Background: an optimization exercise with open tools, aiming at small area and a short achievable clock period. Do not read the settings as production practice.
At most, simulation tests tie the RTL to the original design; equivalence was not proved.
The RTL of runs 1 to 3 was laid out without a check of its function.
The flow treats the clock pin as an ideal source, which a real chip does not have.
Power figures rest on the tool's default switching activity, not on a simulated workload.

**flow/flow/run.sh**
```bash
#!/bin/bash
# The standard layout (standard.sh), with two changes:
#  - plain buffers (buf_2) instead of delay buffers on the ports;
#  - a hand-built two-level clock tree, made by flow/pre_cts.tcl before CTS.
# ORFS's own logs stay under orfs/logs; make's output goes to flow.log.
set -euo pipefail
here=$(pwd)
bash standard.sh "BUFFER_PORTS_ARGS=-buffer_cell sky130_fd_sc_hd__buf_2" \
  "PRE_CTS_TCL=$here/flow/pre_cts.tcl" finish > flow.log 2>&1
```
**flow/flow/mtree.tcl**
```tcl

# balanced k-means: points are {obj x y}; returns list of cluster index per point, and centers
proc bk_means {pts k iters} {
  set n [llength $pts]
  set sorted [lsort -real -index 1 $pts]
  set cx {}; set cy {}
  for {set c 0} {$c < $k} {incr c} {
    set s [lindex $sorted [expr {int(($c + 0.5) * $n / $k)}]]
    lappend cx [lindex $s 1]; lappend cy [lindex $s 2]
  }
  set cap [expr {int(ceil(1.05 * $n / $k))}]
  for {set iter 0} {$iter < $iters} {incr iter} {
    # all (point, cluster, distance) triples, greedily assigned shortest first under capacity
    set trip {}
    for {set i 0} {$i < $n} {incr i} {
      set p [lindex $pts $i]
      for {set c 0} {$c < $k} {incr c} {
        lappend trip [list $i $c [expr {abs([lindex $p 1]-[lindex $cx $c]) + abs([lindex $p 2]-[lindex $cy $c])}]]
      }
    }
    set asg [lrepeat $n -1]
    set cnt [lrepeat $k 0]
    foreach t [lsort -real -index 2 $trip] {
      lassign $t i c d
      if {[lindex $asg $i] >= 0 || [lindex $cnt $c] >= $cap} continue
      lset asg $i $c
      lset cnt $c [expr {[lindex $cnt $c] + 1}]
    }
    set sx [lrepeat $k 0.0]; set sy [lrepeat $k 0.0]
    for {set i 0} {$i < $n} {incr i} {
      set c [lindex $asg $i]; set p [lindex $pts $i]
      lset sx $c [expr {[lindex $sx $c] + [lindex $p 1]}]
      lset sy $c [expr {[lindex $sy $c] + [lindex $p 2]}]
    }
    for {set c 0} {$c < $k} {incr c} {
      if {[lindex $cnt $c] > 0} {
        lset cx $c [expr {[lindex $sx $c] / [lindex $cnt $c]}]
        lset cy $c [expr {[lindex $sy $c] / [lindex $cnt $c]}]
      }
    }
  }
  return [list $asg $cx $cy $cnt]
}

proc mt_buffer {block master name innet x y} {
  set net [odb::dbNet_create $block ${name}_net]
  $net setSigType CLOCK
  set b [odb::dbInst_create $block $master $name]
  [$b findITerm A] connect $innet
  [$b findITerm X] connect $net
  $b setLocation [expr {int($x) - [$master getWidth]/2}] [expr {int($y)}]
  $b setPlacementStatus PLACED
  $b setSourceType TIMING
  return $net
}

proc manual_clock_tree {nleaf nmid leafcell midcell} {
  set block [ord::get_db_block]
  set clknet [$block findNet Clk]
  set sinks {}
  foreach it [$clknet getITerms] {
    set inst [$it getInst]
    lassign [$inst getLocation] x y
    set m [$inst getMaster]
    lappend sinks [list $it [expr {$x + [$m getWidth]/2}] [expr {$y + [$m getHeight]/2}]]
  }
  lassign [bk_means $sinks $nleaf 30] asg cx cy cnt
  set leafm [[ord::get_db] findMaster $leafcell]
  set leafin [lrepeat $nleaf $clknet]
  if {$nmid > 0} {
    set midm [[ord::get_db] findMaster $midcell]
    set lpts {}
    for {set c 0} {$c < $nleaf} {incr c} { lappend lpts [list $c [lindex $cx $c] [lindex $cy $c]] }
    lassign [bk_means $lpts $nmid 30] masg mx my mcnt
    set midnets {}
    for {set m 0} {$m < $nmid} {incr m} {
      lappend midnets [mt_buffer $block $midm clkbuf_mid_$m $clknet [lindex $mx $m] [lindex $my $m]]
    }
    for {set c 0} {$c < $nleaf} {incr c} { lset leafin $c [lindex $midnets [lindex $masg $c]] }
    puts "manual clock tree: mids $mcnt"
  }
  set leafnets {}
  for {set c 0} {$c < $nleaf} {incr c} {
    lappend leafnets [mt_buffer $block $leafm clkbuf_leaf_$c [lindex $leafin $c] [lindex $cx $c] [lindex $cy $c]]
  }
  for {set i 0} {$i < [llength $sinks]} {incr i} {
    set it [lindex [lindex $sinks $i] 0]
    $it disconnect
    $it connect [lindex $leafnets [lindex $asg $i]]
  }
  $clknet setSigType CLOCK
  puts "manual clock tree: [llength $sinks] sinks, $nleaf leaves, counts $cnt"
}
```
**flow/flow/pre_cts.tcl**
```tcl
# Hook run by ORFS before CTS: build a shallow clock tree by hand (port -> 4 middle
# buffers -> 12 leaf buffers -> flip-flops). TritonCTS then finds the clock already
# buffered and leaves it alone.
source [file join [file dirname [info script]] mtree.tcl]
manual_clock_tree 12 4 sky130_fd_sc_hd__clkbuf_16 sky130_fd_sc_hd__clkbuf_16
```
**flow/standard.sh**
```bash
#!/bin/bash
# synth_recipe.tcl (not shown) runs the flow's synth.tcl, then flattens the netlist and writes it again
# the make line also repeats each setting of config.mk as NAME=value (left out here)
make -C /OpenROAD-flow-scripts/flow DESIGN_CONFIG=/design/flow/config.mk WORK_HOME=/design/flow/orfs CLKGATE_MAP_FILE= SYNTH_SCRIPT=/design/flow/synth_recipe.tcl "${@:-finish}"
```
**flow/config.mk**
```make
export PLATFORM = sky130hd
export DESIGN_NAME = fifo29
export DESIGN_NICKNAME = fifo29
export VERILOG_FILES = /design/flow/design.v
export SDC_FILE = /design/flow/constraint.sdc
export NUM_CORES = 4
export LEC_CHECK = 0
export CAP_MARGIN = 20
export CORE_MARGIN = 2
export CORE_UTILIZATION = 55
export SETUP_SLACK_MARGIN = 1.6
export SLEW_MARGIN = 20
export SYNTH_HIERARCHICAL = 1
export SYNTH_MINIMUM_KEEP_SIZE = 0
```
**flow/constraint.sdc**
```tcl
create_clock -name core_clock -period 3.0 [get_ports {Clk}]
set_input_delay 0.6000 -clock core_clock [delete_from_list [all_inputs] [get_ports {Clk}]]
set_output_delay 0.6000 -clock core_clock [all_outputs]
set_load 0.01 [all_outputs]
```
**flow/design.v**
```verilog
module fifo29(
    input Clk,
    input [31:0] dataIn,
    input RD,
    input WR,
    input EN,
    input Rst,
    output reg [31:0] dataOut,
    output reg EMPTY,
    output reg FULL
);
reg [31:0] FIFO [7:0];
reg [7:0] rdOk, wrOk;
reg notEmpty, notFull;
wire act = EN && !Rst;
wire rdGo = act && RD && notEmpty;
wire wrGo = act && WR && notFull;
wire [7:0] rdPtr = notEmpty ? rdOk : wrOk;
wire [7:0] wrPtr = notFull ? wrOk : rdOk;
wire [7:0] rdPtrInc = {rdPtr[6:0], rdPtr[7]};
wire [7:0] wrPtrInc = {wrPtr[6:0], wrPtr[7]};
wire lastWord = |(rdPtrInc & wrPtr);
wire lastSlot = |(wrPtrInc & rdPtr);
wire hold = !EN;
wire clear = EN && Rst;
wire [7:0] rdStep = rdGo ? rdPtrInc : rdPtr;
wire [7:0] wrStep = wrGo ? wrPtrInc : wrPtr;
wire emptyStep = (rdGo && !wrGo) ? lastWord : (wrGo ? 1'b0 : !notEmpty);
wire fullStep = (wrGo && !rdGo) ? lastSlot : (rdGo ? 1'b0 : !notFull);
wire emptyNext = (act & emptyStep) | clear | (hold & !notEmpty);
wire fullNext = (act & fullStep) | (hold & !notFull);
always @(posedge Clk) begin
    rdOk <= ({8{act & !emptyStep}} & rdStep) | ({8{hold}} & rdOk);
    wrOk <= ({8{act & !fullStep}} & wrStep) | ({8{hold}} & wrOk) | {7'd0, clear};
    notEmpty <= !emptyNext;
    notFull <= !fullNext;
    EMPTY <= emptyNext;
    FULL <= fullNext;
end
wire [7:0] wrSlot = wrOk;
wire [7:0] rdSlot = rdOk;
wire [31:0] wrEn [7:0];
wire [31:0] rdSel [7:0];
wire [31:0] rdHold;
genvar g, c;
generate
    for (c = 0; c < 4; c = c + 1) begin : gLane
        for (g = 0; g < 8; g = g + 1) begin : gWord
            fifo29_gate4 gw (.en(EN), .req(WR), .rst(Rst), .ok(wrSlot[g]), .y(wrEn[g][8*c]));
            fifo29_gate4 gr (.en(EN), .req(RD), .rst(Rst), .ok(rdSlot[g]), .y(rdSel[g][8*c]));
            assign wrEn[g][8*c+7:8*c+1] = {7{wrEn[g][8*c]}};
            assign rdSel[g][8*c+7:8*c+1] = {7{rdSel[g][8*c]}};
        end
        fifo29_nand4 gh (.en(EN), .req(RD), .rst(Rst), .ok(notEmpty), .y(rdHold[8*c]));
        assign rdHold[8*c+7:8*c+1] = {7{rdHold[8*c]}};
    end
endgenerate
integer i, b;
always @(posedge Clk) begin
    for (i = 0; i < 8; i = i + 1)
        for (b = 0; b < 32; b = b + 1)
            if (wrEn[i][b])
                FIFO[i][b] <= dataIn[b];
end
wire [31:0] rdData;
genvar k;
generate
    for (k = 0; k < 32; k = k + 1) begin : gBit
        wire n0, n1, n2;
        fifo29_aoi222 g0 (.a0(FIFO[0][k]), .s0(rdSel[0][k]), .a1(FIFO[1][k]), .s1(rdSel[1][k]), .a2(FIFO[2][k]), .s2(rdSel[2][k]), .y(n0));
        fifo29_aoi222 g1 (.a0(FIFO[3][k]), .s0(rdSel[3][k]), .a1(FIFO[4][k]), .s1(rdSel[4][k]), .a2(FIFO[5][k]), .s2(rdSel[5][k]), .y(n1));
        fifo29_aoi222 g2 (.a0(FIFO[6][k]), .s0(rdSel[6][k]), .a1(FIFO[7][k]), .s1(rdSel[7][k]), .a2(dataOut[k]), .s2(rdHold[k]), .y(n2));
        assign rdData[k] = ~(n0 & n1 & n2);
    end
endgenerate
always @(posedge Clk)
    dataOut <= rdData;
endmodule
module fifo29_aoi222(
    input a0, s0, a1, s1, a2, s2,
    output y
);
assign y = ~((a0 & s0) | (a1 & s1) | (a2 & s2));
endmodule
module fifo29_gate4(
    input en, req, rst, ok,
    output y
);
assign y = en & req & !rst & ok;
endmodule
module fifo29_nand4(
    input en, req, rst, ok,
    output y
);
assign y = !(en & req & !rst & ok);
endmodule
```
==> results_tabular.tex, run 1 <==
\begin{tabular}{lr}
\hline
Metric & Value \\
\hline
\multicolumn{2}{l}{\textbf{Status}} \\
Run status & finished clean \\
\multicolumn{2}{l}{\textbf{Global route}} \\
First-pass GRT wire length & 44000 um \\
GRT Overall Usage & 26.33\% \\
Final global-route overflow total & 0 \\
Via count of the first global-routing pass & 7432 \\
Initial antenna violation count & 0 \\
Maximum number of pins on one net before global-route repair & 41 \\
\multicolumn{2}{l}{\textbf{Timing}} \\
Number of failing setup endpoints in the final timing report & 0 \\
Slew at the pin closest to its max-slew limit & 546.3 ps \\
Worst max-slew margin expressed relative to the limit & 63.36\% \\
Hold violation total from the final report & 0 \\
Max Transition Viols Final & 0 \\
Max frequency & 505.7 MHz \\
Ratio of final minimum period to clock period & 65.91\% \\
Setup ws final & 1023 ps \\
Final critical-path required period & 1977 ps \\
Setup skew after layout & 26.07 ps \\
Final sum of negative setup slack & 0 ps \\
RSZ-0062 raised after global routing & true \\
\multicolumn{2}{l}{\textbf{CTS}} \\
Hold Buf Count CTS & 0 \\
Clock input transition at the sequential cells of the worst setup and hold paths & 110 ps \\
Worst skew pair latency & 320 ps \\
\multicolumn{2}{l}{\textbf{Logic synthesis}} \\
Main flop type after synthesis & edfxtp\_1 \\
Post-synthesis average cell area & 18.08 um2 \\
Mux cell area share after synthesis & 1.523\% \\
Gate Count Post-Synth & 627 \\
Synthesized-area fraction occupied by ao, oa, aoi and oai cells & 11.81\% \\
Number of enable-type register cells in the synthesized netlist & 256 \\
Total standard cell area after synthesis & 0.01134 mm2 \\
Post-synthesis async set-or-reset flop share & 0\% \\
Xor/xnor share of the synthesized area & 0\% \\
Sequential cell area fraction in the yosys report & 76.98\% \\
Main combinational cell family by area after synthesis & compound AO/OA/AOI/OAI gates \\
Synth cell types & 31 \\
Total of warnings raised by yosys & 9 \\
Net Count, Synth & 664 \\
Arithmetic-cell share of the synthesized area counting full adders, half adders and majority gates & 0\% \\
Register bit count reported by yosys & 308 \\
Simple-gate share of the synthesized area & 8.784\% \\
\multicolumn{2}{l}{\textbf{Placement}} \\
IO buf count & 70 \\
Area after DPL & 0.01199 mm2 \\
Detailed Place HPWL & 15190 um \\
GPL Wtd Cong & 0.8328 \\
Worst slack, placed & 492.0 ps \\
\multicolumn{2}{l}{\textbf{Routing}} \\
Post-detailed-routing wire length & 29350 um \\
Iteration count of the initial detailed-routing pass & 10 \\
Routed vias/inst & 6.959 \\
Number of design rule violations left after detail routing & 0 \\
Wire length per cell & 28.14 um \\
Antenna Nets Post-Route & 0 \\
Iteration-0 DRC Markers & 1299 \\
Via count & 7258 \\
\multicolumn{2}{l}{\textbf{Finish}} \\
Nets & 812 \\
Share of final-layout standard cells stronger than drive strength 1 & 37.90\% \\
Filler cell count & 1328 \\
Area added between synthesis and finish & 22.73\% \\
Design Area, Final & 0.01392 mm2 \\
Final antenna diode count & 0 \\
Post-Route Utilization & 68.77\% \\
\multicolumn{2}{l}{\textbf{Floorplanning}} \\
Core area & 0.02023 mm2 \\
Overall die width & 147.6 um \\
Die ar. & 0.02178 mm2 \\
Starting density of the core & 56.04\% \\
Number of primary I/O pins & 71 \\
Height of the die & 147.6 um \\
Cell Rows & 52 \\
\multicolumn{2}{l}{\textbf{Setup path}} \\
Type of element launching the critical path & register \\
CP Data Required Time & 3230 ps \\
Maximum fanout along the worst path & 8 \\
Type of the worst setup path & register to register \\
Critical path arrival & 2210 ps \\
Flop2flop setup slack & 1020 ps \\
Crit. End Element & register \\
\multicolumn{2}{l}{\textbf{Power and ir drop}} \\
Max rail drop VDD & 0.5503 mV \\
P\_leak & 4.639 nW \\
Ratio of total power to cell area & 734.7 mW/mm2 \\
\multicolumn{2}{l}{\textbf{Run}} \\
Max\_cap viols & 0 \\
\multicolumn{2}{l}{\textbf{Worst hold path}} \\
Hold/Removal Path Class & register to register \\
\hline
\end{tabular}
report_power, final:
part / switching, W / leakage (nW) / internal (W)
Sequential: 0.000514 / 2.75 / 0.00514
Clock: 0.00116 / 0.197 / 0.000965
Combinational: 0.00116 / 1.69 / 0.00129
worst max-delay path, cell delays in order, from the launching register on:
cell and delay, ps:
dfxtp_4 450, buf_6 130, mux2i_4 250, o22ai_1 110
or4_4 530, a31o_4 300, o22ai_2 130
cells in the final DEF (no fill, tap or decap), types with 2 or more instances in the layout:
cell type	instances
nand3_1	34
dfxtp_2	39
buf_4	35
o21ai_1	9
o22ai_1	7
buf_12	3
o21ai_2	2
clkbuf_16	16
mux2i_4	14
buf_2	57
buf_6	22
o22ai_2	9
and4b_2	13
nand2_1	24
a222oi_1	96
o211ai_1	3
dfxtp_1	11
and4b_4	51
o21ai_0	16
dfxtp_4	2
buf_16	18
edfxtp_1	256
inv_1	11
nand4b_1	6
buf_8	2
state kept, by name (all words and copies together), names as in the netlist:
| register | cells |
|---|---|
| dataOut | 32 |
| notEmpty | 1 |
| FULL | 1 |
| wrOk | 8 |
| EMPTY | 1 |
| FIFO | 256 |
| rdOk | 8 |
| notFull | 1 |
layout make-up, clock buffers not listed:
type / count / area (um2) / area share (%)
Inverter: 11 / 41.29 / 0.2967
Multi-Input combinational cell: 300 / 2938 / 21.11
Sequential cell: 308 / 8785 / 63.13
Tap cell: 270 / 337.8 / 2.428
Timing Repair Buffer: 138 / 1414 / 10.16
modules after synthesis, one instance, submodules excluded:
module / flops+latches / times used / cells / cell area (um2)
fifo29_gate4: 0 / 64 / 1 / 10.01
fifo29_nand4: 0 / 4 / 1 / 8.758
fifo29_aoi222: 0 / 96 / 1 / 10.01
fifo29: 308 / 1 / 463 / 9702
logic make-up (layout without fill, tap and decap cells):
kind of cell,count (synthesis),in the layout
DFF,308,308
AOI/OAI and AO/OA,150,150
and+or+nand+nor,134,134
buffers and inverters,19,165
muxes,16,16
through the flow:
| step | std cells | power (W) | hold slack [ps] |
|---|---|---|---|
| global route | 1043 | 0.01055 | 508.4 |
| global placement | 961 | 0.007064 | 453.1 |
| CTS | 1035 | 0.009415 | 461.4 |
| finish | 1043 | 0.01022 | 482.2 |
| detailed placement | 961 | 0.007108 | 460.3 |
| floorplan | 627 | 0.006461 | 444.5 |
layer usage:
| layer | routed length, um | vias up | GRT usage, % | part of all wire, % |
|---|---|---|---|---|
| met3 | 2882 | 73 | 3.735 | 9.8 |
| met2 | 14220 | 435 | 42.91 | 48 |
| met1 | 11400 | 3642 | 37.64 | 39 |
| li1 | - | 3108 | - | - |
| met5 | 0 | - | 0 | 0 |
| met4 | 844 | 0 | 7.596 | 2.9 |
cells in the mapped netlist (all sizes together), types with 3 or more instances:
master	n	share of area [%]
inv	11	0.36
a222oi	96	8.5
nand2	24	0.79
buf	3	0.38
o211ai	3	0.20
mux2i	16	1.5
and4b	64	5.6
o21ai	27	1.2
clkbuf	5	0.17
nand4b	6	0.46
o22ai	16	1.3
nand3	34	1.5
edfxtp	256	68
dfxtp	52	9.2
worst paths after layout:
path                                   from           to  cells after the start
worst max register to register     notEmpty      rdOk[5]                      6
worst max-delay path               notEmpty      rdOk[5]                      6
worst min register to register  FIFO[4][26]  dataOut[26]                      2
worst min-delay path            FIFO[4][26]  dataOut[26]                      2
what timing repair did:
item / CTS / global route
pin swaps: 45 / 16
setup endpoints to repair: 308 / 221
resized for setup: 203 / 64
cloned: 16 / 0
buffers inserted: 42 / 8
==> run 2, diff against run 1 <==
--- a/flow/design.v
+++ b/flow/design.v
@@ -12,3 +12,3 @@
 reg [31:0] FIFO [7:0];
-reg [7:0] rdOk, wrOk;
+reg [7:0] rdPtr, wrPtr;
 reg notEmpty, notFull;
@@ -17,4 +17,2 @@
 wire wrGo = act && WR && notFull;
-wire [7:0] rdPtr = notEmpty ? rdOk : wrOk;
-wire [7:0] wrPtr = notFull ? wrOk : rdOk;
 wire [7:0] rdPtrInc = {rdPtr[6:0], rdPtr[7]};
@@ -32,4 +30,4 @@
 always @(posedge Clk) begin
-    rdOk <= ({8{act & !emptyStep}} & rdStep) | ({8{hold}} & rdOk);
-    wrOk <= ({8{act & !fullStep}} & wrStep) | ({8{hold}} & wrOk) | {7'd0, clear};
+    rdPtr <= ({8{act}} & rdStep) | ({8{hold}} & rdPtr) | {7'd0, clear};
+    wrPtr <= ({8{act}} & wrStep) | ({8{hold}} & wrPtr) | {7'd0, clear};
     notEmpty <= !emptyNext;
@@ -39,4 +37,4 @@
 end
-wire [7:0] wrSlot = wrOk;
-wire [7:0] rdSlot = rdOk;
+wire [7:0] wrSlot = {8{notFull}} & wrPtr;
+wire [7:0] rdSlot = {8{notEmpty}} & rdPtr;
 wire [31:0] wrEn [7:0];
@@ -46,11 +44,11 @@
 generate
-    for (c = 0; c < 4; c = c + 1) begin : gLane
+    for (c = 0; c < 1; c = c + 1) begin : gLane
         for (g = 0; g < 8; g = g + 1) begin : gWord
-            fifo29_gate4 gw (.en(EN), .req(WR), .rst(Rst), .ok(wrSlot[g]), .y(wrEn[g][8*c]));
-            fifo29_gate4 gr (.en(EN), .req(RD), .rst(Rst), .ok(rdSlot[g]), .y(rdSel[g][8*c]));
-            assign wrEn[g][8*c+7:8*c+1] = {7{wrEn[g][8*c]}};
-            assign rdSel[g][8*c+7:8*c+1] = {7{rdSel[g][8*c]}};
+            fifo29_gate4 gw (.en(EN), .req(WR), .rst(Rst), .ok(wrSlot[g]), .y(wrEn[g][32*c]));
+            fifo29_gate4 gr (.en(EN), .req(RD), .rst(Rst), .ok(rdSlot[g]), .y(rdSel[g][32*c]));
+            assign wrEn[g][32*c+31:32*c+1] = {31{wrEn[g][32*c]}};
+            assign rdSel[g][32*c+31:32*c+1] = {31{rdSel[g][32*c]}};
         end
-        fifo29_nand4 gh (.en(EN), .req(RD), .rst(Rst), .ok(notEmpty), .y(rdHold[8*c]));
-        assign rdHold[8*c+7:8*c+1] = {7{rdHold[8*c]}};
+        fifo29_nand4 gh (.en(EN), .req(RD), .rst(Rst), .ok(notEmpty), .y(rdHold[32*c]));
+        assign rdHold[32*c+31:32*c+1] = {31{rdHold[32*c]}};
     end
--- a/flow/config.mk
+++ b/flow/config.mk
@@ -10,3 +10,3 @@
 export CORE_UTILIZATION = 55
-export SETUP_SLACK_MARGIN = 1.6
+export SETUP_SLACK_MARGIN = 1.5
 export SLEW_MARGIN = 20
@@ -14 +14,2 @@
 export SYNTH_MINIMUM_KEEP_SIZE = 0
+export TNS_END_PERCENT = 10
==> run 2 against run 1 <==
Still clean; clock power about the same; clock skew decreased by 0.97 ps; synthesized area decreased by 7.2%; total power decreased by 21%; critical path depth unchanged; sequential share of layout area increased by 6.0 points; core utilization decreased by 1.4 points; via count decreased by 13%; sequential cell count unchanged; critical path type unchanged.
==> results_tabular.tex, run 2 <==
\begin{tabular}{lr}
\hline
Metric & Value \\
\hline
\multicolumn{2}{l}{\textbf{Placement}} \\
Detailed Place HPWL & 13200 um \\
GPL Wtd Cong & 0.8714 \\
IO buf count & 70 \\
Worst slack, placed & 563.7 ps \\
Area after DPL & 0.01143 mm2 \\
\multicolumn{2}{l}{\textbf{Routing}} \\
Iteration count of the initial detailed-routing pass & 9 \\
Via count & 6280 \\
Number of design rule violations left after detail routing & 0 \\
Routed vias/inst & 6.909 \\
Wire length per cell & 28.39 um \\
Antenna Nets Post-Route & 0 \\
Iteration-0 DRC Markers & 1021 \\
Post-detailed-routing wire length & 25810 um \\
\multicolumn{2}{l}{\textbf{Setup path}} \\
CP Data Required Time & 3180 ps \\
Critical-path cell with the highest stage delay & dfxtp\_4 \\
Critical path, cell by cell & buf\_6 > and2\_4 > and4b\_4 > buf\_12 > a222oi\_1 > nand3\_1 \\
Maximum fanout along the worst path & 8 \\
Category of cells accounting for the largest share of critical-path delay & simple AND/OR/NAND/NOR gates \\
Crit. End Element & register \\
Crit path buf inv count & 2 \\
Delay contributed by the slowest stage of the critical path & 380 ps \\
Type of element launching the critical path & register \\
Critical path arrival & 1800 ps \\
Type of the worst setup path & register to register \\
\multicolumn{2}{l}{\textbf{Floorplanning}} \\
Starting density of the core & 56.09\% \\
Core area & 0.01877 mm2 \\
Number of primary I/O pins & 71 \\
Height of the die & 142.3 um \\
Cell Rows & 50 \\
Die ar. & 0.02026 mm2 \\
Overall die width & 142.3 um \\
\multicolumn{2}{l}{\textbf{Timing}} \\
Slew at the pin closest to its max-slew limit & 487.9 ps \\
Max frequency & 620.2 MHz \\
Final sum of negative setup slack & 0 ps \\
Worst max-slew margin expressed relative to the limit & 67.48\% \\
Hold violation total from the final report & 0 \\
Setup ws final & 1388 ps \\
Number of failing setup endpoints in the final timing report & 0 \\
Max Transition Viols Final & 0 \\
RSZ-0062 raised after global routing & true \\
Final critical-path required period & 1612 ps \\
Ratio of final minimum period to clock period & 53.74\% \\
Setup skew after layout & 25.09 ps \\
\multicolumn{2}{l}{\textbf{Finish}} \\
Most frequent cells in the layout & 256 x edfxtp\_1, 96 x a222oi\_1, 68 x buf\_2 \\
Number of flip-flops under the largest register name & 256 \\
Final antenna diode count & 0 \\
Registers with the most flip-flops & FIFO: 256 flops, dataOut: 32 flops \\
Area added between synthesis and finish & 20.10\% \\
Post-Route Utilization & 67.36\% \\
Filler cell count & 1257 \\
Design Area, Final & 0.01264 mm2 \\
Nets & 714 \\
Largest reg by FF count & FIFO \\
Share of final-layout standard cells stronger than drive strength 1 & 26.52\% \\
Most common library cell in the layout ignoring fill and taps & edfxtp\_1 \\
\multicolumn{2}{l}{\textbf{Logic synthesis}} \\
Library cell with the highest instance count after synthesis & edfxtp\_1 \\
Synth cell types & 32 \\
Synth area leader & edfxtp\_1 \\
Sequential cell area fraction in the yosys report & 82.92\% \\
Total of warnings raised by yosys & 9 \\
Main flop type after synthesis & edfxtp\_1 \\
Leading post-synthesis cells by cell area & edfxtp\_1 73\%, dfxtp\_1 9.9\%, a222oi\_1 9.1\% \\
Total standard cell area after synthesis & 0.01053 mm2 \\
Top cell type's share of synthesized area & 73.03\% \\
Gate Count Post-Synth & 529 \\
Net Count, Synth & 566 \\
Commonest cells in the netlist & 256 x edfxtp\_1, 96 x a222oi\_1, 52 x dfxtp\_1, 32 x nand3\_1, 17 x and2\_1 \\
Register bit count reported by yosys & 308 \\
Post-synthesis async set-or-reset flop share & 0\% \\
Post-synthesis average cell area & 19.90 um2 \\
Number of enable-type register cells in the synthesized netlist & 256 \\
\multicolumn{2}{l}{\textbf{Global route}} \\
First-pass GRT wire length & 37640 um \\
Maximum number of pins on one net before global-route repair & 33 \\
Initial antenna violation count & 2 \\
GRT Overall Usage & 24.79\% \\
Final global-route overflow total & 0 \\
Via count of the first global-routing pass & 6179 \\
\multicolumn{2}{l}{\textbf{Power and ir drop}} \\
Max rail drop VDD & 0.4927 mV \\
P\_leak & 4.265 nW \\
Overall power & 0.008097 W \\
Ratio of total power to cell area & 640.5 mW/mm2 \\
\multicolumn{2}{l}{\textbf{Status}} \\
Run status & finished clean \\
\multicolumn{2}{l}{\textbf{CTS}} \\
Clock input transition at the sequential cells of the worst setup and hold paths & 100 ps \\
Worst skew pair latency & 320 ps \\
Hold Buf Count CTS & 0 \\
\multicolumn{2}{l}{\textbf{Worst hold path}} \\
Hold/Removal Path Class & register to register \\
\multicolumn{2}{l}{\textbf{Run}} \\
Max\_cap viols & 0 \\
\hline
\end{tabular}
-- run 2: power breakdown --
part / internal (W) / switching [W] / leakage [nW] / total, W
sequential: 0.00489 / 0.000172 / 2.74 / 0.00507
combinational: 0.000467 / 0.000451 / 1.33 / 0.000917
clock: 0.000964 / 0.00115 / 0.197 / 0.00211
-- run 2: Yosys stat by module (local to each module, per instance) --
| module | area (um2) | cells | flip-flops and latches | times used |
|---|---|---|---|---|
| fifo29 | 9397 | 416 | 308 | 1 |
| fifo29_aoi222 | 10.01 | 1 | 0 | 96 |
| fifo29_gate4 | 10.01 | 1 | 0 | 16 |
| fifo29_nand4 | 8.758 | 1 | 0 | 1 |
-- run 2: area by class of cell, clock buffers not listed --
| type | count | area, um2 | share of cell area (%) |
|---|---|---|---|
| repair buffers | 134 | 1374 | 10.87 |
| flip-flops and latches | 308 | 8743 | 69.16 |
| multi-input cells | 213 | 1817 | 14.37 |
| inverters | 4 | 15.01 | 0.1188 |
| well taps | 234 | 292.8 | 2.316 |
-- run 2: layer usage --
layer / wire [um] / GRT usage (%)
met3: 2082 / 2.557
met4: 576 / 5.263
met1: 10380 / 35.84
met2: 12750 / 41.72
met5: 21 / 0
-- run 2: metrics by stage --
step / hold WS [ps] / instances
after CTS: 457.2 / 898
after detailed placement: 457.2 / 850
after floorplan: 444.5 / 529
after global routing: 498.7 / 909
final: 481.6 / 909
after global placement: 451.0 / 850
-- run 2: what timing repair did --
action,4_1_cts,5_1_grt
setup buffers,24,9
gates resized for setup,69,17
endpoints found under the setup margin,307,286
gates cloned,8,2
pin swaps,27,28
-- run 2: worst paths after layout --
path / startpoint / end / slack [ps] / cells after the start
min: FIFO[4][22] / dataOut[22] / 480 / 2
max: notEmpty / dataOut[14] / 1390 / 6
max reg2reg: notEmpty / dataOut[14] / 1390 / 6
min reg2reg: FIFO[4][22] / dataOut[22] / 480 / 2
-- run 2: logic make-up after synthesis --
group	synth area share [%]
compound gates	11.89
flops	82.92
simple gates	4.874
buf+inv	0.3208
-- run 2: worst min-delay path: stages (launching register included) --
cell and delay, ps:
edfxtp_1 330, a222oi_1 60, nand3_1 60
==> run 3, diff against run 2 <==
--- a/flow/design.v
+++ b/flow/design.v
@@ -14,2 +14,3 @@
 reg notEmpty, notFull;
+reg [7:0] rdOk;
 wire act = EN && !Rst;
@@ -29,4 +30,6 @@
 wire fullNext = (act & fullStep) | (hold & !notFull);
+wire [7:0] rdPtrNext = ({8{act}} & rdStep) | ({8{hold}} & rdPtr) | {7'd0, clear};
 always @(posedge Clk) begin
-    rdPtr <= ({8{act}} & rdStep) | ({8{hold}} & rdPtr) | {7'd0, clear};
+    rdPtr <= rdPtrNext;
+    rdOk <= rdPtrNext & {8{!emptyNext}};
     wrPtr <= ({8{act}} & wrStep) | ({8{hold}} & wrPtr) | {7'd0, clear};
@@ -38,3 +41,3 @@
 wire [7:0] wrSlot = {8{notFull}} & wrPtr;
-wire [7:0] rdSlot = {8{notEmpty}} & rdPtr;
+wire [7:0] rdSlot = rdOk;
 wire [31:0] wrEn [7:0];
==> run 3 against run 2 <==
First-iteration DRC count is 17% lower; sequential cell count is 8 higher; critical endpoint is now dataOut[3]; global-route usage is 0.47 points higher; synthesized cell count is 3.0% higher; wire length is 5.5% higher.
==> results_tabular.tex, run 3 <==
\begin{tabular}{lr}
\hline
Metric & Value \\
\hline
\multicolumn{2}{l}{\textbf{Status}} \\
Run status & finished clean \\
\multicolumn{2}{l}{\textbf{Finish}} \\
Most frequent cells in the layout & 256 x edfxtp\_1, 96 x a222oi\_1, 67 x buf\_2 \\
Final antenna diode count & 0 \\
Share of final-layout standard cells stronger than drive strength 1 & 25.48\% \\
Number of flip-flops under the largest register name & 256 \\
Registers with the most flip-flops & FIFO: 256 flops, dataOut: 32 flops \\
Post-Route Utilization & 67.19\% \\
Area added between synthesis and finish & 20.46\% \\
Most common library cell in the layout ignoring fill and taps & edfxtp\_1 \\
Nets & 722 \\
Largest reg by FF count & FIFO \\
\multicolumn{2}{l}{\textbf{Logic synthesis}} \\
Simple-gate share of the synthesized area & 4.625\% \\
Main flop type after synthesis & edfxtp\_1 \\
Post-synthesis async set-or-reset flop share & 0\% \\
Xor/xnor share of the synthesized area & 0\% \\
Commonest cells in the netlist & 256 x edfxtp\_1, 96 x a222oi\_1, 60 x dfxtp\_1, 33 x nand3\_1, 16 x and4b\_1 \\
Synthesized-area fraction occupied by ao, oa, aoi and oai cells & 12.74\% \\
Top cell type's share of synthesized area & 71.05\% \\
Mux cell area share after synthesis & 0\% \\
Leading post-synthesis cells by cell area & edfxtp\_1 71\%, dfxtp\_1 11\%, a222oi\_1 8.9\% \\
Synth cell types & 31 \\
Arithmetic-cell share of the synthesized area counting full adders, half adders and majority gates & 0\% \\
Total of warnings raised by yosys & 9 \\
Synth area leader & edfxtp\_1 \\
Net Count, Synth & 582 \\
Register bit count reported by yosys & 316 \\
Post-synthesis average cell area & 19.85 um2 \\
Gate Count Post-Synth & 545 \\
Main combinational cell family by area after synthesis & compound AO/OA/AOI/OAI gates \\
Number of enable-type register cells in the synthesized netlist & 256 \\
Total standard cell area after synthesis & 0.01082 mm2 \\
Library cell with the highest instance count after synthesis & edfxtp\_1 \\
Sequential cell area fraction in the yosys report & 82.15\% \\
\multicolumn{2}{l}{\textbf{Setup path}} \\
Type of element launching the critical path & input port \\
Category of cells accounting for the largest share of critical-path delay & buffers and inverters \\
Critical path arrival & 1750 ps \\
Type of the worst setup path & input port to register \\
Crit path buf inv count & 3 \\
CP Data Required Time & 3190 ps \\
Maximum fanout along the worst path & 12 \\
Critical-path cell with the highest stage delay & a222oi\_1 \\
Delay contributed by the slowest stage of the critical path & 360 ps \\
Critical path, cell by cell & buf\_16 > nand4b\_1 > buf\_6 > buf\_12 > a222oi\_1 > nand3\_1 \\
Crit. End Element & register \\
\multicolumn{2}{l}{\textbf{Floorplanning}} \\
Cell Rows & 51 \\
Starting density of the core & 55.78\% \\
Number of primary I/O pins & 71 \\
Core area & 0.01940 mm2 \\
Overall die width & 144.3 um \\
Height of the die & 144.3 um \\
Die ar. & 0.02081 mm2 \\
\multicolumn{2}{l}{\textbf{Routing}} \\
Number of design rule violations left after detail routing & 0 \\
Post-detailed-routing wire length & 27220 um \\
Iteration-0 DRC Markers & 848 \\
Wire length per cell & 28.71 um \\
Routed vias/inst & 6.651 \\
Antenna Nets Post-Route & 0 \\
Iteration count of the initial detailed-routing pass & 7 \\
Via count & 6305 \\
\multicolumn{2}{l}{\textbf{CTS}} \\
Clock input transition at the sequential cells of the worst setup and hold paths & 100 ps \\
Worst skew pair latency & 320 ps \\
\multicolumn{2}{l}{\textbf{Timing}} \\
Number of failing setup endpoints in the final timing report & 0 \\
Max Transition Viols Final & 0 \\
RSZ-0062 raised after global routing & true \\
Ratio of final minimum period to clock period & 52.01\% \\
Hold violation total from the final report & 0 \\
Slew at the pin closest to its max-slew limit & 532.6 ps \\
Final sum of negative setup slack & 0 ps \\
Max frequency & 640.9 MHz \\
Worst max-slew margin expressed relative to the limit & 64.49\% \\
Setup skew after layout & 28.29 ps \\
Tightest hold margin & 480.7 ps \\
Final critical-path required period & 1560 ps \\
\multicolumn{2}{l}{\textbf{Power and ir drop}} \\
Sequential power share & 62.5\% \\
Switch share & 22.31\% \\
Comb power frac & 11.7\% \\
Proportion of power drawn by the clock network & 25.8\% \\
P\_leak & 4.361 nW \\
Power spent charging and discharging nets & 0.001856 W \\
Max rail drop VDD & 0.4810 mV \\
Total internal power & 0.006462 W \\
Ratio of total power to cell area & 638.2 mW/mm2 \\
\multicolumn{2}{l}{\textbf{Global route}} \\
GRT Overall Usage & 25.26\% \\
Met2 GRT Util & 43.71\% \\
Final global-route overflow total & 0 \\
Via count of the first global-routing pass & 6197 \\
Maximum number of pins on one net before global-route repair & 33 \\
First-pass GRT wire length & 38520 um \\
Initial antenna violation count & 1 \\
Top Usage Layer GRT & met2 \\
Met3 capacity usage during global routing & 2.318\% \\
Met1 demand-to-capacity share in global routing & 35.90\% \\
\multicolumn{2}{l}{\textbf{Placement}} \\
IO buf count & 70 \\
Detailed Place HPWL & 12660 um \\
GPL Wtd Cong & 0.7891 \\
\multicolumn{2}{l}{\textbf{Worst hold path}} \\
Hold/Removal Path Class & register to register \\
\multicolumn{2}{l}{\textbf{Run}} \\
Max\_cap viols & 0 \\
\hline
\end{tabular}
[run 3: cell types whose count changed in the layout (fill, tap and decap cells not counted), sizes merged, moves of 7 or more]
cell / previous run / this run
a21boi: 0 / 8
and2: 17 / 10
buf: 130 / 120
dfxtp: 52 / 60
o2bb2ai: 0 / 9
[run 3: through the flow]
step / cell area [um2] / setup WS (ps) / total power (W) / std cells
final: 13030 / 1440 / 0.008319 / 948
after CTS: 12890 / 1165 / 0.007932 / 943
after detailed placement: 11710 / 704.2 / 0.006173 / 894
after floorplan: 10820 / 943.4 / 0.005747 / 545
after global routing: 13030 / 1427 / 0.008593 / 948
after global placement: 11710 / 757.6 / 0.006146 / 894
[run 3: power groups by stage]
stage               sequential, W  combinational [W]  clock, W
global route              0.00523            0.00106   0.00230
global placement          0.00528           0.000863         0
finish                    0.00520           0.000970   0.00215
floorplan                 0.00535           0.000399         0
detailed placement        0.00529           0.000883         0
CTS                       0.00529           0.000951   0.00169
[run 3: repair_timing]
action                                  in CTS  in global routing
endpoints found under the setup margin     316                260
hold buffers                                 0                  0
resized for setup                           72                 11
setup buffers                               19                  0
pin swaps                                   18                 10
cloned                                      14                  5
[run 3: tightest hold or removal path, delay by kind of cell (launching register included)]
family             cells  cell delay, ps
DFF                    1             340
AOI/OAI and AO/OA      1              60
and+or+nand+nor        1              60
[run 3: final timing paths]
| path | end | start | depth (start not counted) | slack, ps |
|---|---|---|---|---|
| min reg2reg | dataOut[21] | FIFO[7][21] | 2 | 480 |
| max reg2reg | FIFO[1][12] | notFull | 4 | 1460 |
| min | dataOut[21] | FIFO[7][21] | 2 | 480 |
| max | dataOut[3] | Rst | 6 | 1440 |
[run 3: cells by family after synthesis]
kind of cell | Yosys count
AOI/OAI and AO/OA | 144
and+or+nand+nor | 76
buffers and inverters | 9
DFF | 316
[run 3: layer usage]
layer | wire length (um) | up-vias
met5 | 0 | -
li1 | - | 2740
met4 | 380 | 0
met1 | 11070 | 3231
met2 | 13430 | 298
met3 | 2339 | 36
[run 3: final cells by class, clock buffers not listed]
cell class	instances	area (um2)
Sequential cell	316	8890
Fill cell	1337	6365
Multi-Input combinational cell	221	1947
Tap cell	265	331.6
Inverter	4	15.01
Timing Repair Buffer	126	1450
[run 3: Yosys stat by module, one instance, submodules excluded]
module / cell area (um2) / copies in the design / cells inside
fifo29_nand4: 8.758 / 1 / 1
fifo29_gate4: 10.01 / 16 / 1
fifo29_aoi222: 10.01 / 96 / 1
fifo29: 9691 / 1 / 432
==> run 4, diff against run 3 <==
--- a/flow/design.v
+++ b/flow/design.v
@@ -47,11 +47,11 @@
 generate
-    for (c = 0; c < 1; c = c + 1) begin : gLane
+    for (c = 0; c < 2; c = c + 1) begin : gLane
         for (g = 0; g < 8; g = g + 1) begin : gWord
-            fifo29_gate4 gw (.en(EN), .req(WR), .rst(Rst), .ok(wrSlot[g]), .y(wrEn[g][32*c]));
-            fifo29_gate4 gr (.en(EN), .req(RD), .rst(Rst), .ok(rdSlot[g]), .y(rdSel[g][32*c]));
-            assign wrEn[g][32*c+31:32*c+1] = {31{wrEn[g][32*c]}};
-            assign rdSel[g][32*c+31:32*c+1] = {31{rdSel[g][32*c]}};
+            fifo29_gate4 gw (.en(EN), .req(WR), .rst(Rst), .ok(wrSlot[g]), .y(wrEn[g][16*c]));
+            fifo29_gate4 gr (.en(EN), .req(RD), .rst(Rst), .ok(rdSlot[g]), .y(rdSel[g][16*c]));
+            assign wrEn[g][16*c+15:16*c+1] = {15{wrEn[g][16*c]}};
+            assign rdSel[g][16*c+15:16*c+1] = {15{rdSel[g][16*c]}};
         end
-        fifo29_nand4 gh (.en(EN), .req(RD), .rst(Rst), .ok(notEmpty), .y(rdHold[32*c]));
-        assign rdHold[32*c+31:32*c+1] = {31{rdHold[32*c]}};
+        fifo29_nand4 gh (.en(EN), .req(RD), .rst(Rst), .ok(notEmpty), .y(rdHold[16*c]));
+        assign rdHold[16*c+15:16*c+1] = {15{rdHold[16*c]}};
     end
==> run 4 against run 3 <==
Maximum frequency increased by 4.3%; core utilization shrank 2.8 points; critical path depth down 3; highest routed layer is now met5; wire length down 1.7%; global-route usage decreased by 0.61 points; final cell count fell by 0.53%; worst setup slack improved by 65 ps; critical path type is now register to register; sequential share of layout area up 2.5 points; synthesized cell count grew 3.1%; first-iteration DRC count is 25% higher.
==> results_tabular.tex, run 4 <==
\begin{tabular}{lr}
\hline
Metric & Value \\
\hline
\multicolumn{2}{l}{\textbf{Run}} \\
Max\_cap viols & 0 \\
\multicolumn{2}{l}{\textbf{Finish}} \\
FF+latch area & 0.008894 mm2 \\
Final antenna diode count & 0 \\
Largest reg by FF count & FIFO \\
Most frequent cells in the layout & 256 x edfxtp\_1, 96 x a222oi\_1, 67 x buf\_2 \\
Share of final-layout standard cells stronger than drive strength 1 & 23.01\% \\
Number of flip-flops under the largest register name & 256 \\
Nets & 717 \\
Most common library cell in the layout ignoring fill and taps & edfxtp\_1 \\
Filler cell count & 1399 \\
Area added between synthesis and finish & 14.45\% \\
Registers with the most flip-flops & FIFO: 256 flops, dataOut: 32 flops \\
Design Area, Final & 0.01258 mm2 \\
Area of the multi-input gates & 0.002192 mm2 \\
\multicolumn{2}{l}{\textbf{Floorplanning}} \\
Cell Rows & 51 \\
Height of the die & 145.4 um \\
Die ar. & 0.02113 mm2 \\
Starting density of the core & 56.28\% \\
Core area & 0.01953 mm2 \\
Overall die width & 145.4 um \\
Number of primary I/O pins & 71 \\
\multicolumn{2}{l}{\textbf{Timing}} \\
Max Transition Viols Final & 0 \\
Worst max-slew margin expressed relative to the limit & 72.88\% \\
Final sum of negative setup slack & 0 ps \\
Final critical-path required period & 1496 ps \\
Setup ws final & 1504 ps \\
Number of failing setup endpoints in the final timing report & 0 \\
Max frequency & 668.6 MHz \\
Setup skew after layout & 22.64 ps \\
RSZ-0062 raised after global routing & true \\
Hold violation total from the final report & 0 \\
Ratio of final minimum period to clock period & 49.86\% \\
Slew at the pin closest to its max-slew limit & 406.8 ps \\
\multicolumn{2}{l}{\textbf{Logic synthesis}} \\
Library cell with the highest instance count after synthesis & edfxtp\_1 \\
Total standard cell area after synthesis & 0.01099 mm2 \\
Main flop type after synthesis & edfxtp\_1 \\
Post-synthesis average cell area & 19.55 um2 \\
Number of enable-type register cells in the synthesized netlist & 256 \\
Sequential cell area fraction in the yosys report & 80.88\% \\
Commonest cells in the netlist & 256 x edfxtp\_1, 96 x a222oi\_1, 60 x dfxtp\_1, 33 x nand3\_1, 32 x and4b\_1 \\
Gate Count Post-Synth & 562 \\
Synth area leader & edfxtp\_1 \\
Synth cell types & 31 \\
Top cell type's share of synthesized area & 69.95\% \\
Leading post-synthesis cells by cell area & edfxtp\_1 70\%, dfxtp\_1 11\%, a222oi\_1 8.7\% \\
Net Count, Synth & 599 \\
Post-synthesis async set-or-reset flop share & 0\% \\
Total of warnings raised by yosys & 9 \\
Register bit count reported by yosys & 316 \\
\multicolumn{2}{l}{\textbf{Setup path}} \\
Delay contributed by the slowest stage of the critical path & 450 ps \\
Category of cells accounting for the largest share of critical-path delay & simple AND/OR/NAND/NOR gates \\
Maximum fanout along the worst path & 12 \\
Type of element launching the critical path & register \\
Critical path, cell by cell & and2\_1 > and4b\_2 > buf\_6 \\
Critical-path cell with the highest stage delay & dfxtp\_1 \\
Crit. End Element & register \\
CP Data Required Time & 3000 ps \\
Crit path buf inv count & 1 \\
Critical path arrival & 1500 ps \\
Type of the worst setup path & register to register \\
\multicolumn{2}{l}{\textbf{Placement}} \\
IO buf count & 70 \\
GPL Wtd Cong & 0.8253 \\
Detailed Place HPWL & 13880 um \\
Area after DPL & 0.01178 mm2 \\
Worst slack, placed & 432.3 ps \\
\multicolumn{2}{l}{\textbf{Power and ir drop}} \\
Sequential power share & 62.9\% \\
Ratio of total power to cell area & 658.0 mW/mm2 \\
Proportion of power drawn by the clock network & 25.8\% \\
Max rail drop VDD & 0.5196 mV \\
P\_leak & 4.174 nW \\
Power spent charging and discharging nets & 0.001841 W \\
Total internal power & 0.006434 W \\
Switch share & 22.25\% \\
Comb power frac & 11.3\% \\
\multicolumn{2}{l}{\textbf{Global route}} \\
Final global-route overflow total & 0 \\
Via count of the first global-routing pass & 6352 \\
Initial antenna violation count & 1 \\
First-pass GRT wire length & 39470 um \\
GRT Overall Usage & 24.65\% \\
Maximum number of pins on one net before global-route repair & 30 \\
\multicolumn{2}{l}{\textbf{Routing}} \\
Routed vias/inst & 6.821 \\
Number of design rule violations left after detail routing & 0 \\
Wire length per cell & 28.37 um \\
Antenna Nets Post-Route & 0 \\
Via count & 6432 \\
Iteration-0 DRC Markers & 1062 \\
Post-detailed-routing wire length & 26750 um \\
Iteration count of the initial detailed-routing pass & 7 \\
\multicolumn{2}{l}{\textbf{Worst hold path}} \\
Hold/Removal Path Class & register to register \\
\multicolumn{2}{l}{\textbf{CTS}} \\
Hold Buf Count CTS & 0 \\
Clock input transition at the sequential cells of the worst setup and hold paths & 110 ps \\
Worst skew pair latency & 310 ps \\
\multicolumn{2}{l}{\textbf{Status}} \\
Run status & finished clean \\
\hline
\end{tabular}
## run 4: stage by stage
step / total power, W / hold slack [ps] / utilization [%] / std cells
2_1_floorplan: 0.005753 / 444.5 / - / 562
3_3_place_gp: 0.006147 / 449.1 / 60.31 / 911
3_5_place_dp: 0.006182 / 461.6 / 60.31 / 911
4_1_cts: 0.007932 / 462.0 / 64.16 / 940
5_1_grt: 0.008592 / 485.2 / 64.41 / 943
6_report: 0.008276 / 472.2 / 64.41 / 943
## run 4: routing by layer
metal	vias to the layer above	GRT usage (%)	wire [um]
met5	-	0	13
met4	2	4.265	499
met3	35	2.633	2502
met2	310	39.55	12710
li1	2783	-	-
met1	3302	37.80	11030
## run 4: cell families (layout without fill, tap and decap cells)
family	count (synthesis)	after routing	share of synthesized area, %
flops	316	316	80.88
buf+inv	9	119	0.4781
compound gates	144	144	12.55
simple gates	93	99	6.091
## run 4: what timing repair did
action                                  4_1_cts  5_1_grt
buffers inserted                              3        2
gates resized for setup                      63        5
endpoints found under the setup margin      316      268
cloned                                       10        1
pin swaps                                    10        6
## run 4: final timing paths
check | end | slack (ps) | from | depth (start not counted)
setup / recovery | FIFO[4][10] | 1500 | wrPtr[4] | 3
hold / removal | dataOut[24] | 470 | FIFO[4][24] | 2
setup reg to reg | FIFO[4][10] | 1500 | wrPtr[4] | 3
hold reg to reg | dataOut[24] | 470 | FIFO[4][24] | 2
## run 4: power by group through the flow
| stage | combinational, W | sequential [W] | clock (W) |
|---|---|---|---|
| floorplan | 0.000404 | 0.00535 | 0 |
| global placement | 0.000866 | 0.00528 | 0 |
| detailed placement | 0.000889 | 0.00529 | 0 |
| CTS | 0.000937 | 0.00531 | 0.00169 |
| global route | 0.00102 | 0.00524 | 0.00234 |
| finish | 0.000933 | 0.00521 | 0.00213 |
## run 4: per-module statistics from Yosys (local to each module, per instance)
module         times used  flip-flops and latches  cell area [um2]
fifo29                  1                     316             9691
fifo29_aoi222          96                       0            10.01
fifo29_gate4           32                       0            10.01
fifo29_nand4            2                       0            8.758
## run 4: worst min-delay path: stages, from the launching register on
cell and delay [ps]:
edfxtp_1 340, a222oi_1 60, nand3_1 70
## run 4: cell type report, clock buffers not listed
class	instances	area share, %
repair buffers	99	5.919
multi-input cells	243	17.43
inverters	4	0.1194
well taps	265	2.636
flip-flops and latches	316	70.71
==> run 5, diff against run 4 <==
--- a/flow/config.mk
+++ b/flow/config.mk
@@ -14,2 +14,2 @@
 export SYNTH_MINIMUM_KEEP_SIZE = 0
-export TNS_END_PERCENT = 10
+export TNS_END_PERCENT = 0
==> run 5 against run 4 <==
Die area did not move; synthesized cell count unchanged; core utilization is 0.99 points lower; global-route usage decreased by 1.3 points; final cell count shrank 0.74%; maximum frequency up 0.10%; cell area down 1.5%; critical endpoint is now dataOut[11]; largest cell class unchanged; highest routed layer is now met4.
==> results_tabular.tex, run 5 <==
\begin{tabular}{lr}
\hline
Metric & Value \\
\hline
\multicolumn{2}{l}{\textbf{Setup path}} \\
Maximum fanout along the worst path & 54 \\
Critical path arrival & 1660 ps \\
Type of element launching the critical path & input port \\
Critical path, cell by cell & buf\_16 > and4b\_4 > buf\_4 > a222oi\_1 > nand3\_1 \\
Category of cells accounting for the largest share of critical-path delay & simple AND/OR/NAND/NOR gates \\
Type of the worst setup path & input port to register \\
Delay contributed by the slowest stage of the critical path & 280 ps \\
CP Data Required Time & 3160 ps \\
Crit path buf inv count & 2 \\
Crit. End Element & register \\
Critical-path cell with the highest stage delay & and4b\_4 \\
\multicolumn{2}{l}{\textbf{Global route}} \\
Final global-route overflow total & 0 \\
Maximum number of pins on one net before global-route repair & 53 \\
Via count of the first global-routing pass & 6281 \\
First-pass GRT wire length & 37980 um \\
Initial antenna violation count & 2 \\
GRT Overall Usage & 23.35\% \\
\multicolumn{2}{l}{\textbf{Routing}} \\
Wire length per cell & 27.42 um \\
Iteration count of the initial detailed-routing pass & 6 \\
Post-detailed-routing wire length & 25670 um \\
Routed vias/inst & 6.761 \\
Iteration-0 DRC Markers & 954 \\
Number of design rule violations left after detail routing & 0 \\
Via count & 6328 \\
Antenna Nets Post-Route & 0 \\
\multicolumn{2}{l}{\textbf{Timing}} \\
Number of failing setup endpoints in the final timing report & 0 \\
Slew at the pin closest to its max-slew limit & 467.4 ps \\
RSZ-0062 raised after global routing & true \\
Setup skew after layout & 37.71 ps \\
Ratio of final minimum period to clock period & 49.80\% \\
Final sum of negative setup slack & 0 ps \\
Hold violation total from the final report & 0 \\
Worst max-slew margin expressed relative to the limit & 68.84\% \\
Final critical-path required period & 1494 ps \\
Max Transition Viols Final & 0 \\
Max frequency & 669.3 MHz \\
\multicolumn{2}{l}{\textbf{Placement}} \\
Detailed Place HPWL & 13720 um \\
GPL Wtd Cong & 0.8287 \\
Cell total after placement & 911 \\
IO buf count & 70 \\
Area after DPL & 0.01178 mm2 \\
\multicolumn{2}{l}{\textbf{Logic synthesis}} \\
Synth cell types & 31 \\
Gate Count Post-Synth & 562 \\
Net Count, Synth & 599 \\
Main flop type after synthesis & edfxtp\_1 \\
Library cell with the highest instance count after synthesis & edfxtp\_1 \\
Commonest cells in the netlist & 256 x edfxtp\_1, 96 x a222oi\_1, 60 x dfxtp\_1, 33 x nand3\_1, 32 x and4b\_1 \\
Post-synthesis async set-or-reset flop share & 0\% \\
Total standard cell area after synthesis & 0.01099 mm2 \\
Total of warnings raised by yosys & 9 \\
Leading post-synthesis cells by cell area & edfxtp\_1 70\%, dfxtp\_1 11\%, a222oi\_1 8.7\% \\
Synth area leader & edfxtp\_1 \\
Top cell type's share of synthesized area & 69.95\% \\
Sequential cell area fraction in the yosys report & 80.88\% \\
Post-synthesis average cell area & 19.55 um2 \\
Register bit count reported by yosys & 316 \\
Number of enable-type register cells in the synthesized netlist & 256 \\
\multicolumn{2}{l}{\textbf{CTS}} \\
Worst skew pair latency & 320 ps \\
Hold Buf Count CTS & 0 \\
Clock input transition at the sequential cells of the worst setup and hold paths & 100 ps \\
\multicolumn{2}{l}{\textbf{Finish}} \\
Number of standard cells in the layout, taps in and fillers out & 936 \\
Most frequent cells in the layout & 256 x edfxtp\_1, 96 x a222oi\_1, 67 x buf\_2 \\
Area added between synthesis and finish & 12.70\% \\
Most common library cell in the layout ignoring fill and taps & edfxtp\_1 \\
Post-Route Utilization & 63.42\% \\
Number of flip-flops under the largest register name & 256 \\
Registers with the most flip-flops & FIFO: 256 flops, dataOut: 32 flops \\
Largest reg by FF count & FIFO \\
Share of final-layout standard cells stronger than drive strength 1 & 21.79\% \\
Nets & 709 \\
Filler cell count & 1446 \\
Design Area, Final & 0.01238 mm2 \\
\multicolumn{2}{l}{\textbf{Floorplanning}} \\
Die ar. & 0.02113 mm2 \\
Height of the die & 145.4 um \\
Number of primary I/O pins & 71 \\
Overall die width & 145.4 um \\
Cell Rows & 51 \\
Starting density of the core & 56.28\% \\
Core area & 0.01953 mm2 \\
\multicolumn{2}{l}{\textbf{Power and ir drop}} \\
Ratio of total power to cell area & 666.9 mW/mm2 \\
P\_leak & 4.086 nW \\
Max rail drop VDD & 0.7009 mV \\
\multicolumn{2}{l}{\textbf{Worst hold path}} \\
Hold/Removal Path Class & register to register \\
\multicolumn{2}{l}{\textbf{Status}} \\
Run status & finished clean \\
\multicolumn{2}{l}{\textbf{Run}} \\
Max\_cap viols & 0 \\
\hline
\end{tabular}
run 5: cell counts after synthesis:
Identical to the previous run, type by type.
run 5: modules after synthesis, one instance, submodules excluded:
| module | area [um2] | copies in the design | cells inside |
|---|---|---|---|
| fifo29 | 9691 | 1 | 432 |
| fifo29_aoi222 | 10.01 | 96 | 1 |
| fifo29_gate4 | 10.01 | 32 | 1 |
| fifo29_nand4 | 8.758 | 2 | 1 |
run 5: final cells by class, clock buffers not listed:
cell class / instances / area [um2] / area share, %
Sequential cell: 316 / 8891 / 71.79
Multi-Input combinational cell: 242 / 2177 / 17.58
Inverter: 4 / 15.01 / 0.1212
Tap cell: 265 / 331.6 / 2.677
Timing Repair Buffer: 92 / 566.8 / 4.577
Antenna cell: 1 / 2.502 / 0.02021
run 5: path summary, 6_finish.rpt:
kind | startpoint | endpoint | slack [ps] | cells past startpoint
setup / recovery | Rst | dataOut[11] | 1510 | 5
hold reg to reg | FIFO[4][26] | dataOut[26] | 460 | 2
setup reg to reg | wrPtr[2] | FIFO[2][11] | 1550 | 3
hold / removal | FIFO[4][26] | dataOut[26] | 460 | 2
run 5: where the power goes:
group	switching (W)	internal, W
Clock	0.00118	0.000965
Combinational	0.000476	0.000437
Sequential	0.000184	0.00501
Total	0.00184	0.00641
run 5: metrics by stage:
stage                     hold WS, ps  power (W)  setup WS, ps
after floorplan                 444.5   0.005753          1360
after global placement          449.0   0.006142         514.7
after detailed placement        460.0   0.006179         478.2
after CTS                       460.0   0.007899          1207
after global routing            481.1   0.008568          1413
final                           463.0   0.008259          1506
run 5: kinds of logic (layout without fill, tap and decap cells):
group,Yosys count,after routing,synth area share (%)
compound gates,144,144,12.55
buf+inv,9,112,0.4781
flops,316,316,80.88
other cells,0,1,0
simple gates,93,98,6.091
run 5: routing by layer:
| metal | wire length (um) | share of wire, % | vias up | GRT usage [%] |
|---|---|---|---|---|
| li1 | - | - | 2766 | - |
| met1 | 10620 | 41 | 3190 | 35.16 |
| met2 | 12150 | 47 | 336 | 37.80 |
| met3 | 2430 | 9.5 | 36 | 3.009 |
| met4 | 474 | 1.8 | 0 | 4.020 |
| met5 | 0 | 0 | - | 0 |
run 5: worst register-to-register path, stage by stage, from the launching register on:
cell and delay (ps):
dfxtp_1 450, and2_1 170, and4b_1 180, buf_4 300
run 5: repair_timing:
item | 4_1_cts | 5_1_grt
setup endpoints to repair | 316 | 270
buffers inserted | 0 | 3
gates resized for setup | 48 | 3
cloned | 3 | 2
pin swaps | 3 | 2
==> run 6, diff against run 5 <==
--- a/flow/config.mk
+++ b/flow/config.mk
@@ -10,3 +10,3 @@
 export CORE_UTILIZATION = 55
-export SETUP_SLACK_MARGIN = 1.5
+export SETUP_SLACK_MARGIN = 1.6
 export SLEW_MARGIN = 20
==> run 6 against run 5 <==
Still clean; via count is 0.24% lower; largest power group unchanged; final cell count is 0.11% higher; highest routed layer unchanged; die area unchanged; critical endpoint is now EMPTY.
==> results_tabular.tex, run 6 <==
\begin{tabular}{lr}
\hline
Metric & Value \\
\hline
\multicolumn{2}{l}{\textbf{Timing}} \\
Max Transition Viols Final & 0 \\
Hold violation total from the final report & 0 \\
Tightest hold margin & 461.2 ps \\
Final critical-path required period & 1482 ps \\
Setup skew after layout & 35.70 ps \\
RSZ-0062 raised after global routing & true \\
Ratio of final minimum period to clock period & 49.40\% \\
Slew at the pin closest to its max-slew limit & 474.3 ps \\
Number of failing setup endpoints in the final timing report & 0 \\
Final sum of negative setup slack & 0 ps \\
Max frequency & 674.8 MHz \\
Worst max-slew margin expressed relative to the limit & 68.38\% \\
\multicolumn{2}{l}{\textbf{Logic synthesis}} \\
Total standard cell area after synthesis & 0.01099 mm2 \\
Gate Count Post-Synth & 562 \\
Commonest cells in the netlist & 256 x edfxtp\_1, 96 x a222oi\_1, 60 x dfxtp\_1, 33 x nand3\_1, 32 x and4b\_1 \\
Synth cell types & 31 \\
Post-synthesis average cell area & 19.55 um2 \\
Top cell type's share of synthesized area & 69.95\% \\
Post-synthesis async set-or-reset flop share & 0\% \\
Net Count, Synth & 599 \\
Register bit count reported by yosys & 316 \\
Leading post-synthesis cells by cell area & edfxtp\_1 70\%, dfxtp\_1 11\%, a222oi\_1 8.7\% \\
Sequential cell area fraction in the yosys report & 80.88\% \\
Total of warnings raised by yosys & 9 \\
Main flop type after synthesis & edfxtp\_1 \\
Number of enable-type register cells in the synthesized netlist & 256 \\
Library cell with the highest instance count after synthesis & edfxtp\_1 \\
Synth area leader & edfxtp\_1 \\
\multicolumn{2}{l}{\textbf{Power and ir drop}} \\
P\_leak & 4.098 nW \\
Ratio of total power to cell area & 665.3 mW/mm2 \\
Max rail drop VDD & 0.7051 mV \\
\multicolumn{2}{l}{\textbf{Routing}} \\
Post-detailed-routing wire length & 25830 um \\
Wire length per cell & 27.57 um \\
Iteration-0 DRC Markers & 906 \\
Antenna Nets Post-Route & 0 \\
Iteration count of the initial detailed-routing pass & 9 \\
Routed vias/inst & 6.737 \\
Via count & 6313 \\
Number of design rule violations left after detail routing & 0 \\
\multicolumn{2}{l}{\textbf{Setup path}} \\
Delay contributed by the slowest stage of the critical path & 220 ps \\
Flop2flop setup slack & 1540 ps \\
CP Data Required Time & 3190 ps \\
Critical-path cell with the highest stage delay & nor3\_4 \\
Type of element launching the critical path & input port \\
Maximum fanout along the worst path & 37 \\
Crit. End Element & register \\
Type of the worst setup path & input port to register \\
Category of cells accounting for the largest share of critical-path delay & simple AND/OR/NAND/NOR gates \\
Critical path arrival & 1680 ps \\
Crit path buf inv count & 2 \\
Critical path, cell by cell & buf\_12 > buf\_6 > nand2b\_1 > nor3\_4 > nand4\_4 > and2\_1 \\
\multicolumn{2}{l}{\textbf{Status}} \\
Run status & finished clean \\
\multicolumn{2}{l}{\textbf{Floorplanning}} \\
Die ar. & 0.02113 mm2 \\
Height of the die & 145.4 um \\
Number of primary I/O pins & 71 \\
Overall die width & 145.4 um \\
Core area & 0.01953 mm2 \\
Cell Rows & 51 \\
Starting density of the core & 56.28\% \\
\multicolumn{2}{l}{\textbf{Run}} \\
Max\_cap viols & 0 \\
\multicolumn{2}{l}{\textbf{CTS}} \\
Worst skew pair latency & 320 ps \\
Clock input transition at the sequential cells of the worst setup and hold paths & 100 ps \\
\multicolumn{2}{l}{\textbf{Global route}} \\
Final global-route overflow total & 0 \\
Maximum number of pins on one net before global-route repair & 53 \\
Initial antenna violation count & 2 \\
First-pass GRT wire length & 37980 um \\
Via count of the first global-routing pass & 6281 \\
GRT Overall Usage & 23.35\% \\
\multicolumn{2}{l}{\textbf{Worst hold path}} \\
Hold/Removal Path Class & register to register \\
\multicolumn{2}{l}{\textbf{Finish}} \\
Share of final-layout standard cells stronger than drive strength 1 & 21.91\% \\
Nets & 710 \\
Area added between synthesis and finish & 12.92\% \\
Filler cell count & 1441 \\
Registers with the most flip-flops & FIFO: 256 flops, dataOut: 32 flops \\
Most common library cell in the layout ignoring fill and taps & edfxtp\_1 \\
Most frequent cells in the layout & 256 x edfxtp\_1, 96 x a222oi\_1, 67 x buf\_2 \\
Number of flip-flops under the largest register name & 256 \\
Largest reg by FF count & FIFO \\
\multicolumn{2}{l}{\textbf{Placement}} \\
IO buf count & 70 \\
GPL Wtd Cong & 0.8287 \\
Detailed Place HPWL & 13720 um \\
\hline
\end{tabular}
==> run 6: report_power, final <==
part	total, W	switching, W	internal (W)
clock network	0.00214	0.00118	0.000965
logic	0.000920	0.000480	0.000440
registers	0.00519	0.000182	0.00501
total	0.00826	0.00184	0.00642
==> run 6: final timing paths <==
| path | cells after the start | to | from |
|---|---|---|---|
| worst max-delay path | 6 | EMPTY | EN |
| worst min-delay path | 2 | dataOut[26] | FIFO[4][26] |
| worst max register to register | 3 | FIFO[2][2] | wrPtr[2] |
| worst min register to register | 2 | dataOut[26] | FIFO[4][26] |
==> run 6: cell type report, clock buffers not listed <==
class | count | area, um2 | share of cell area, %
Inverter | 4 | 15.01 | 0.1210
Multi-Input combinational cell | 242 | 2177 | 17.54
Timing Repair Buffer | 93 | 591.8 | 4.769
Tap cell | 265 | 331.6 | 2.672
Sequential cell | 316 | 8891 | 71.65
Antenna cell | 1 | 2.502 | 0.02017
==> run 6: cells by family after synthesis <==
kind of cell | synth area share [%]
buf+inv | 0.4781
simple gates | 6.091
flops | 80.88
compound gates | 12.55
==> run 6: layer usage <==
| metal | part of all wire [%] | global-route usage, % | up-vias |
|---|---|---|---|
| met5 | 0 | 0 | - |
| met4 | 1.7 | 4.020 | 0 |
| met3 | 8.5 | 3.009 | 28 |
| met2 | 48 | 37.80 | 294 |
| met1 | 42 | 35.16 | 3229 |
| li1 | - | - | 2762 |
==> run 6: worst reg2reg max path, delay by kind of cell, from the launching register on <==
kind	cells	cell delay [ps]
buffers and inverters	1	300
flip-flops	1	450
AND/OR/NAND/NOR	2	350
==> run 6: timing repair <==
action	CTS	global route
endpoints found under the hold margin	0	0
cloned	3	3
pin swaps	3	2
endpoints found under the setup margin	316	331
resized for setup	48	3
buffers inserted	0	3
hold buffers	0	0
==> run 6: modules after synthesis, one instance, submodules excluded <==
module	flip-flops and latches	copies in the design	cell area, um2	cells
fifo29	316	1	9691	432
fifo29_aoi222	0	96	10.01	1
fifo29_gate4	0	32	10.01	1
fifo29_nand4	0	2	8.758	1
==> run 6: per-stage QoR <==
| step | power, W | utilization, % | std cells | worst slack, ps | instance area (um2) |
|---|---|---|---|---|---|
| floorplan | 0.005753 | - | 562 | 1360 | 10990 |
| global placement | 0.006142 | 60.31 | 911 | 514.7 | 11780 |
| detailed placement | 0.006179 | 60.31 | 911 | 478.2 | 11780 |
| CTS | 0.007899 | 63.13 | 930 | 1207 | 12330 |
| global route | 0.008572 | 63.55 | 937 | 1456 | 12410 |
| finish | 0.008256 | 63.55 | 937 | 1518 | 12410 |

-- afterwards: timing with drivers on the ports --
How much do the figures lean on ideal ports? The routed layouts below were timed once more, with nothing changed but the port constraints.
Step 1 sets driving cells, clkbuf_16 on the clock port and buf_2 on the other inputs (assumed; they add their load-dependent delay and slew).
Step 2 adds t to the input delays and takes it off the output delays; t is the mean of the earliest and latest rising clock arrival at the registers after step 1. Input paths then give back, and output paths get back, about the clock's delay inside the block.
a / b / c = ideal / step 1 / step 2; a / b = the first two.
run	shift t [ns]	setup slack, ns	worst hold slack (ns)	latest minus earliest clock arrival (ns)	worst slew at a driven data input, ns
run 1	0.407	1.023 / 1.023 / 0.858	0.482 / 0.470 / 0.482	0.027 / 0.027	0.46
run 2	0.395	1.388 / 1.388 / 1.098	0.482 / 0.482 / 0.482	0.026 / 0.026	0.15
run 3	0.404	1.440 / 1.421 / 1.017	0.481 / 0.478 / 0.481	0.032 / 0.032	0.21
run 4	0.406	1.504 / 1.455 / 1.076	0.472 / 0.463 / 0.472	0.023 / 0.023	0.19
run 5	0.399	1.506 / 1.449 / 1.118	0.463 / 0.463 / 0.463	0.038 / 0.038	0.08
run 6	0.400	1.518 / 1.459 / 1.145	0.461 / 0.461 / 0.461	0.036 / 0.036	0.15
After both steps setup and hold are still met in every run listed. The setup slack of run 4, which loses most, moves by -0.049 ns with the drivers and by -0.428 ns with both steps.
